From an optimization exercise on the open Yosys and OpenROAD flow, aimed at small area and a short achievable clock period; shortcuts taken in it are not production practice.
At most, simulation tests tie the RTL to the original design; equivalence was not proved.

==> try-yarrow: inputs <==
==> flow/design.v <==
module median9_window (
    input            clk,
    input            rst,
    input            shift,
    input      [7:0] pixel_in,
    output     [7:0] median        
);
    reg  [7:0] p [0:8];
    reg        t [0:7][0:7];       
    wire [7:0] gt;                 
    wire [7:0] prec [0:8];       
    wire [8:0] sel;
    genvar a, b;
    generate
        for (a = 0; a < 8; a = a + 1) begin : g_cmp
            greater8 u_gt (.x(p[a]), .y_n(~p[8]), .gt(gt[a]));
        end
        for (b = 0; b < 9; b = b + 1) begin : g_rank
            for (a = 0; a < 8; a = a + 1) begin : g_other
                if (a < b) begin : g_older
                    if (b == 8) begin : g_new
                        assign prec[b][a] = ~gt[a];
                    end else begin : g_old
                        assign prec[b][a] = ~t[a][b];
                    end
                end else begin : g_newer
                    if (a + 1 == 8) begin : g_new
                        assign prec[b][a] = gt[b];
                    end else begin : g_old
                        assign prec[b][a] = t[b][a+1];
                    end
                end
            end
            if (b < 8) begin : g_sel
                exactly4of8 u_rank (.x(prec[b]), .y(sel[b]));
            end
        end
    endgenerate
    assign sel[8] = ~|sel[7:0];
    assign median = ({8{sel[0]}} & p[0]) | ({8{sel[1]}} & p[1]) | ({8{sel[2]}} & p[2])
                  | ({8{sel[3]}} & p[3]) | ({8{sel[4]}} & p[4]) | ({8{sel[5]}} & p[5])
                  | ({8{sel[6]}} & p[6]) | ({8{sel[7]}} & p[7]) | ({8{sel[8]}} & p[8]);
    integer i, j;
    always @(posedge clk or posedge rst) begin
        if (rst) begin
            for (i = 0; i < 9; i = i + 1)
                p[i] <= 8'd0;
            for (i = 0; i < 8; i = i + 1)
                for (j = 0; j < 8; j = j + 1)
                    t[i][j] <= 1'b0;
        end else if (shift) begin
            for (i = 0; i < 8; i = i + 1)
                p[i] <= p[i+1];
            p[8] <= pixel_in;
            for (i = 0; i < 7; i = i + 1) begin
                for (j = i + 1; j < 7; j = j + 1)
                    t[i][j] <= t[i+1][j+1];
                t[i][7] <= gt[i+1];
            end
        end
    end
endmodule
module greater8 (
    input  [7:0] x,
    input  [7:0] y_n,
    output       gt
);
    wire [8:0] c;
    assign c[0] = 1'b0;
    genvar k;
    generate
        for (k = 0; k < 8; k = k + 1) begin : g_bit
            assign c[k+1] = (x[k] & y_n[k]) | (c[k] & (x[k] | y_n[k]));
        end
    endgenerate
    assign gt = c[8];
endmodule
module exactly4of8 (
    input  [7:0] x,
    output       y
);
    wire s0 = x[0] ^ x[1] ^ x[2];
    wire c0 = (x[0] & x[1]) | (x[2] & (x[0] ^ x[1]));
    wire s1 = x[3] ^ x[4] ^ x[5];
    wire c1 = (x[3] & x[4]) | (x[5] & (x[3] ^ x[4]));
    wire s2 = x[6] ^ x[7];
    wire c2 = x[6] & x[7];
    wire s3 = s0 ^ s1 ^ s2;
    wire c3 = (s0 & s1) | (s2 & (s0 ^ s1));
    wire two = ((c0 ^ c1) & (c2 ^ c3)) | (c0 & c1 & ~c2 & ~c3) | (~c0 & ~c1 & c2 & c3);
    assign y = ~s3 & two;
endmodule
module sobel_mag (
    input         clk,
    input  [71:0] w,       
    output [7:0]  mag
);
    wire [7:0] w0 = w[0 +: 8], w1 = w[8 +: 8], w2 = w[16 +: 8];
    wire [7:0] w3 = w[24 +: 8], w5 = w[40 +: 8];
    wire [7:0] w6 = w[48 +: 8], w7 = w[56 +: 8], w8 = w[64 +: 8];
    wire [7:0] s17, s26, s53, s80;
    wire       c17, c26, c53, c80;
    rca #(8) u17 (.a(w1), .b(~w7), .cin(1'b1), .s(s17), .cout(c17));
    rca #(8) u26 (.a(w2), .b(~w6), .cin(1'b1), .s(s26), .cout(c26));
    rca #(8) u53 (.a(w5), .b(~w3), .cin(1'b1), .s(s53), .cout(c53));
    rca #(8) u80 (.a(w8), .b(~w0), .cin(1'b1), .s(s80), .cout(c80));
    wire [8:0] d17 = {~c17, s17}, d26 = {~c26, s26};
    wire [8:0] d53 = {~c53, s53}, d80 = {~c80, s80};
    wire [9:0]  e, f;
    wire        ce, cf;
    rca #(10) ue (.a({d53[8], d53}), .b({d26[8], d26}), .cin(1'b0), .s(e), .cout(ce));
    rca #(10) uf (.a({d53[8], d53}), .b({d80[8], d80}), .cin(1'b0), .s(f), .cout(cf));
    wire [10:0] sa, sb;
    wire        ca, cb;
    rca #(11) ua (.a({e[9], e}), .b({{2{d17[8]}}, d17}), .cin(1'b0), .s(sa), .cout(ca));
    rca #(11) ub (.a({f[9], f}), .b(~{{2{d17[8]}}, d17}), .cin(1'b1), .s(sb), .cout(cb));
    reg [10:0] da, db;
    always @(posedge clk) begin
        da <= sa;
        db <= sb;
    end
    wire neg_a = da[10], neg_b = db[10];
    wire big_a = ~((da[10:7] == 4'b0000) | ((da[10:7] == 4'b1111) & (da[6:0] != 7'd0)));
    wire big_b = ~((db[10:7] == 4'b0000) | ((db[10:7] == 4'b1111) & (db[6:0] != 7'd0)));
    wire [6:0] a1 = da[6:0] ^ {7{neg_a}};
    wire [6:0] b1 = db[6:0] ^ {7{neg_b}};
    wire [6:0] cmp_s;
    wire       pick_a;
    rca #(7) uc (.a(a1), .b(~b1), .cin(~(neg_b & ~neg_a)), .s(cmp_s), .cout(pick_a));
    wire [6:0] mx1 = pick_a ? a1 : b1;
    wire       inc = pick_a ? neg_a : neg_b;
    wire [7:0] mx;
    rca #(7) ui (.a(mx1), .b(7'd0), .cin(inc), .s(mx[6:0]), .cout(mx[7]));
    reg [7:0] mag_q;
    always @(posedge clk)
        mag_q <= (big_a | big_b) ? 8'd255 : {mx[6:0], 1'b0};
    assign mag = mag_q;
endmodule
module rca #(parameter N = 8) (
    input  [N-1:0] a,
    input  [N-1:0] b,
    input          cin,
    output [N-1:0] s,
    output         cout
);
    wire [N:0] c;
    assign c[0] = cin;
    genvar k;
    generate
        for (k = 0; k < N; k = k + 1) begin : g_bit
            assign s[k]   = a[k] ^ b[k] ^ c[k];
            assign c[k+1] = (a[k] & b[k]) | (c[k] & (a[k] ^ b[k]));
        end
    endgenerate
    assign cout = c[N];
endmodule
module image_filter_top (
    input        clk,
    input        rst,
    input  [7:0] pixel_in,
    input        valid_in,
    output [7:0] pixel_out,
    output       valid_out
);
    reg  [7:0] pix_q;              
    reg        take;
    wire [7:0] med;
    reg  [7:0] m [0:8];
    reg        v1, v2;
    always @(posedge clk)
        pix_q <= pixel_in;
    median9_window u_median (
        .clk(clk), .rst(rst), .shift(take), .pixel_in(pix_q), .median(med)
    );
    sobel_mag u_sobel (
        .clk(clk),
        .w({m[8], m[7], m[6], m[5], m[4], m[3], m[2], m[1], m[0]}),
        .mag(pixel_out)
    );
    integer i;
    always @(posedge clk or posedge rst) begin
        if (rst) begin
            for (i = 0; i < 9; i = i + 1)
                m[i] <= 8'd0;
            take <= 1'b0;
            v1 <= 1'b0;
            v2 <= 1'b0;
        end else begin
            if (take) begin
                for (i = 0; i < 8; i = i + 1)
                    m[i] <= m[i+1];
                m[8] <= med;
            end
            take <= valid_in;
            v1 <= take;
            v2 <= v1;
        end
    end
    assign valid_out = v2;
endmodule
==> flow/run.sh <==
#!/bin/bash
# synth_recipe.tcl (not shown) runs the flow's synth.tcl, then flattens the netlist and writes it again
# the make line also repeats each setting of config.mk as NAME=value (left out here)
make -C /OpenROAD-flow-scripts/flow DESIGN_CONFIG=/design/flow/config.mk WORK_HOME=/design/flow/orfs CLKGATE_MAP_FILE= SYNTH_SCRIPT=/design/flow/synth_recipe.tcl finish
==> flow/config.mk <==
export PLATFORM = sky130hd
export DESIGN_NAME = image_filter_top
export DESIGN_NICKNAME = image_filter_top
export VERILOG_FILES = /design/flow/design.v
export SDC_FILE = /design/flow/constraint.sdc
export NUM_CORES = 4
export LEC_CHECK = 0
export CAP_MARGIN = 20
export CORE_MARGIN = 2
export CORE_UTILIZATION = 40
export SLEW_MARGIN = 20
==> flow/constraint.sdc <==
create_clock -name core_clock -period 24.0 [get_ports {clk}]
set_input_delay 4.8000 -clock core_clock [delete_from_list [all_inputs] [get_ports {clk}]]
set_output_delay 4.8000 -clock core_clock [all_outputs]
set_load 0.01 [all_outputs]
==> try-pepper: changes against try-yarrow <==
==> flow/design.v, changed modules only <==
module median9_window (
    input            clk,
    input            rst,
    input            shift,
    input      [7:0] pixel_in,
    output     [7:0] median,       
    output     [7:0] live          
);
    reg  [7:0] p [0:8];
    reg        t [0:7][0:7];       
    reg  [3:0] fill;
    wire [7:0] gt;                 
    wire [7:0] prec [0:8];         
    wire [8:0] sel;
    wire [7:0] pick;
    genvar a, b;
    generate
        for (a = 0; a < 8; a = a + 1) begin : g_cmp
            wire gt_raw;
            assign live[a] = (fill >= 9 - a);
            greater8 u_gt (.x(p[a]), .y_n(~p[8]), .gt(gt_raw));
            assign gt[a] = gt_raw & live[a];
        end
        for (b = 0; b < 9; b = b + 1) begin : g_rank
            for (a = 0; a < 8; a = a + 1) begin : g_other
                if (a < b) begin : g_older
                    if (b == 8) begin : g_new
                        assign prec[b][a] = ~gt[a];
                    end else begin : g_old
                        assign prec[b][a] = ~t[a][b];
                    end
                end else begin : g_newer
                    if (a + 1 == 8) begin : g_new
                        assign prec[b][a] = gt[b];
                    end else begin : g_old
                        assign prec[b][a] = t[b][a+1];
                    end
                end
            end
            if (b < 8) begin : g_sel
                exactly4of8 u_rank (.x(prec[b]), .y(sel[b]));
            end
        end
    endgenerate
    assign sel[8] = ~|sel[7:0];
    assign pick = ({8{sel[0]}} & p[0]) | ({8{sel[1]}} & p[1]) | ({8{sel[2]}} & p[2])
                | ({8{sel[3]}} & p[3]) | ({8{sel[4]}} & p[4]) | ({8{sel[5]}} & p[5])
                | ({8{sel[6]}} & p[6]) | ({8{sel[7]}} & p[7]) | ({8{sel[8]}} & p[8]);
    assign median = pick & {8{live[4]}};
    always @(posedge clk or posedge rst) begin
        if (rst)
            fill <= 4'd0;
        else if (shift && fill != 4'd9)
            fill <= fill + 4'd1;
    end
    integer i, j;
    always @(posedge clk) begin
        if (shift) begin
            for (i = 0; i < 8; i = i + 1)
                p[i] <= p[i+1];
            p[8] <= pixel_in;
            for (i = 0; i < 7; i = i + 1) begin
                for (j = i + 1; j < 7; j = j + 1)
                    t[i][j] <= t[i+1][j+1];
                t[i][7] <= gt[i+1];
            end
        end
    end
endmodule
module sobel_mag (
    input         clk,
    input  [71:0] w,       
    input         zero,    
    output [7:0]  mag
);
    wire [7:0] w0 = w[0 +: 8], w1 = w[8 +: 8], w2 = w[16 +: 8];
    wire [7:0] w3 = w[24 +: 8], w5 = w[40 +: 8];
    wire [7:0] w6 = w[48 +: 8], w7 = w[56 +: 8], w8 = w[64 +: 8];
    wire [7:0] s17, s26, s53, s80;
    wire       c17, c26, c53, c80;
    rca #(8) u17 (.a(w1), .b(~w7), .cin(1'b1), .s(s17), .cout(c17));
    rca #(8) u26 (.a(w2), .b(~w6), .cin(1'b1), .s(s26), .cout(c26));
    rca #(8) u53 (.a(w5), .b(~w3), .cin(1'b1), .s(s53), .cout(c53));
    rca #(8) u80 (.a(w8), .b(~w0), .cin(1'b1), .s(s80), .cout(c80));
    wire [8:0] d17 = {~c17, s17}, d26 = {~c26, s26};
    wire [8:0] d53 = {~c53, s53}, d80 = {~c80, s80};
    wire [9:0]  e, f;
    wire        ce, cf;
    rca #(10) ue (.a({d53[8], d53}), .b({d26[8], d26}), .cin(1'b0), .s(e), .cout(ce));
    rca #(10) uf (.a({d53[8], d53}), .b({d80[8], d80}), .cin(1'b0), .s(f), .cout(cf));
    wire [10:0] sa, sb;
    wire        ca, cb;
    rca #(11) ua (.a({e[9], e}), .b({{2{d17[8]}}, d17}), .cin(1'b0), .s(sa), .cout(ca));
    rca #(11) ub (.a({f[9], f}), .b(~{{2{d17[8]}}, d17}), .cin(1'b1), .s(sb), .cout(cb));
    reg [10:0] da, db;
    reg        zero_q;
    always @(posedge clk) begin
        da <= sa;
        db <= sb;
        zero_q <= zero;
    end
    wire neg_a = da[10], neg_b = db[10];
    wire big_a = ~((da[10:7] == 4'b0000) | ((da[10:7] == 4'b1111) & (da[6:0] != 7'd0)));
    wire big_b = ~((db[10:7] == 4'b0000) | ((db[10:7] == 4'b1111) & (db[6:0] != 7'd0)));
    wire [6:0] a1 = da[6:0] ^ {7{neg_a}};
    wire [6:0] b1 = db[6:0] ^ {7{neg_b}};
    wire [6:0] cmp_s;
    wire       pick_a;
    rca #(7) uc (.a(a1), .b(~b1), .cin(~(neg_b & ~neg_a)), .s(cmp_s), .cout(pick_a));
    wire [6:0] mx1 = pick_a ? a1 : b1;
    wire       inc = pick_a ? neg_a : neg_b;
    wire [7:0] mx;
    rca #(7) ui (.a(mx1), .b(7'd0), .cin(inc), .s(mx[6:0]), .cout(mx[7]));
    reg [7:0] mag_q;
    always @(posedge clk)
        mag_q <= zero_q ? 8'd0 : (big_a | big_b) ? 8'd255 : {mx[6:0], 1'b0};
    assign mag = mag_q;
endmodule
module image_filter_top (
    input        clk,
    input        rst,
    input  [7:0] pixel_in,
    input        valid_in,
    output [7:0] pixel_out,
    output       valid_out
);
    reg  [7:0] pix_q;              
    reg        take;
    wire [7:0] med;
    wire [7:0] live;
    reg  [7:0] m [0:8];
    reg        v1, v2;
    always @(posedge clk)
        pix_q <= pixel_in;
    median9_window u_median (
        .clk(clk), .rst(rst), .shift(take), .pixel_in(pix_q), .median(med), .live(live)
    );
    sobel_mag u_sobel (
        .clk(clk),
        .w({m[8], m[7], m[6], m[5], m[4], m[3], m[2], m[1], m[0]}),
        .zero(~live[3]),
        .mag(pixel_out)
    );
    integer i;
    always @(posedge clk) begin
        if (take) begin
            for (i = 0; i < 3; i = i + 1)
                m[i] <= m[i+1] & {8{live[i+1]}};
            for (i = 3; i < 8; i = i + 1)
                m[i] <= m[i+1];
            m[8] <= med;
        end
    end
    always @(posedge clk or posedge rst) begin
        if (rst) begin
            take <= 1'b0;
            v1 <= 1'b0;
            v2 <= 1'b0;
        end else begin
            take <= valid_in;
            v1 <= take;
            v2 <= v1;
        end
    end
    assign valid_out = v2;
endmodule
==> flow/flow/run.sh (new file) <==
#!/bin/bash
# The standard layout (standard.sh), with two changes to how it is made:
#  - logic mapping: ABC runs an area-oriented script (flow/abc_area.script,
#    selected by ABC_AREA=1 in config.mk) instead of ORFS's own. It maps only
#    the logic between registers, so the registers and their names are those
#    of the standard synthesis.
#  - port buffers: buffer_ports uses buf_2 instead of the clock delay buffer
#    it picks by default.
# Every tool's output goes to the ORFS logs under orfs/logs and to
# standard.log here.
set -euo pipefail
here=$(pwd)
rm -rf scripts
cp -r "$FLOW_HOME/scripts" scripts
cp flow/abc_area.script scripts/abc_area.script
export SCRIPTS_DIR="$here/scripts"
export BUFFER_PORTS_ARGS="-buffer_cell sky130_fd_sc_hd__buf_2"
bash standard.sh > standard.log 2>&1
==> flow/flow/abc_area.script (new file) <==
&get -n
&st
&dch
&nf -p -R 1000
&put
topo
stime -c
==> flow/standard.sh (new file) <==
#!/bin/bash
# synth_recipe.tcl (not shown) runs the flow's synth.tcl, then flattens the netlist and writes it again
# the make line also repeats each setting of config.mk as NAME=value (left out here)
make -C /OpenROAD-flow-scripts/flow DESIGN_CONFIG=/design/flow/config.mk WORK_HOME=/design/flow/orfs CLKGATE_MAP_FILE= SYNTH_SCRIPT=/design/flow/synth_recipe.tcl "${@:-finish}"
- ABC_AREA: unset -> 1
- ABC_CLOCK_PERIOD_IN_PS: unset -> 10000
- CTS_CLUSTER_DIAMETER: unset -> 80
- CTS_CLUSTER_SIZE: unset -> 25
removed: flow/run.sh
==> comparison table <==
Outcome: try-yarrow finished clean; try-pepper finished clean
Async set or reset register ratio after synthesis: try-yarrow 0.822; try-pepper 0.0321
Net total in the final layout: try-yarrow 1226; try-pepper 965
Area taken by flip-flops and latches: try-yarrow 5140 um^2; try-pepper 6120 um^2
Multi-input logic area: try-yarrow 5940 um^2; try-pepper 4190 um^2
Critical Path Fanout Max: try-yarrow 99; try-pepper 9
Number of global-route vias before repair: try-yarrow 7895; try-pepper 5900
CTS buffer count: try-yarrow 26; try-pepper 15
Mean area per synthesized cell: try-yarrow 11.1 um^2; try-pepper 14.0 um^2
GR Util met3: try-yarrow 0.0215; try-pepper 0.0213
TritonCTS Sinks: try-yarrow 213; try-pepper 218
WL final: try-yarrow 24600 um; try-pepper 19000 um
Slowest Stage Delay on Critical Path: try-yarrow 0.90 ns; try-pepper 0.74 ns
Met1 track utilization from global routing: try-yarrow 0.229; try-pepper 0.200
Number of flops mapped to enable cells by yosys: try-yarrow 0; try-pepper 172
Tightest hold margin: try-yarrow 0.350 ns; try-pepper 0.362 ns
Part of the Yosys area used for sequential elements: try-yarrow 0.433; try-pepper 0.564
Critical path depth: try-yarrow 3; try-pepper 19
Basic-gate share of the synthesized area counting and, or, nand and nor cells: try-yarrow 0.0739; try-pepper 0.0485
Cell at the slowest stage of the critical path: try-yarrow sky130_fd_sc_hd__buf_4; try-pepper sky130_fd_sc_hd__a21oi_1
Non-CTS buffers: try-yarrow 24; try-pepper 22
Final core area utilization: try-yarrow 0.451; try-pepper 0.445
Achievable Freq: try-yarrow 0.156 GHz; try-pepper 0.161 GHz
Function not checked in try-yarrow: the RTL went through the layout flow alone.

## static timing again, ports no longer ideal
Ports are ideal in the flow. The routed layouts listed here were re-timed in OpenROAD. Step 1 (the two cells are an assumption about what drives the block):
set clk [get_ports {clk}]
set_driving_cell -lib_cell sky130_fd_sc_hd__clkbuf_16 $clk
set_driving_cell -lib_cell sky130_fd_sc_hd__buf_2 [delete_from_list [all_inputs] $clk]
Step 2 adds t to the input delays and takes it off the output delays; t is the mean of the earliest and latest rising clock arrival at the registers after step 1. Input paths then give back, and output paths get back, about the clock's delay inside the block. a / b / c = ideal / step 1 / step 2; a / b = the first two.
run | shift t [ns] | setup slack, ns | worst setup path at the end | pins driven straight from the clock port
try-yarrow | 0.566 | 17.577 / 17.603 / 17.038 | input, reset recovery | 1
try-pepper | 0.523 | 17.795 / 17.795 / 17.795 | register to register | 1
After both steps setup and hold are still met in every run listed. The setup slack of try-yarrow, which loses most, moves by +0.026 ns with the drivers and by -0.539 ns with both steps. The worst setup slack also covers recovery checks on asynchronous resets.
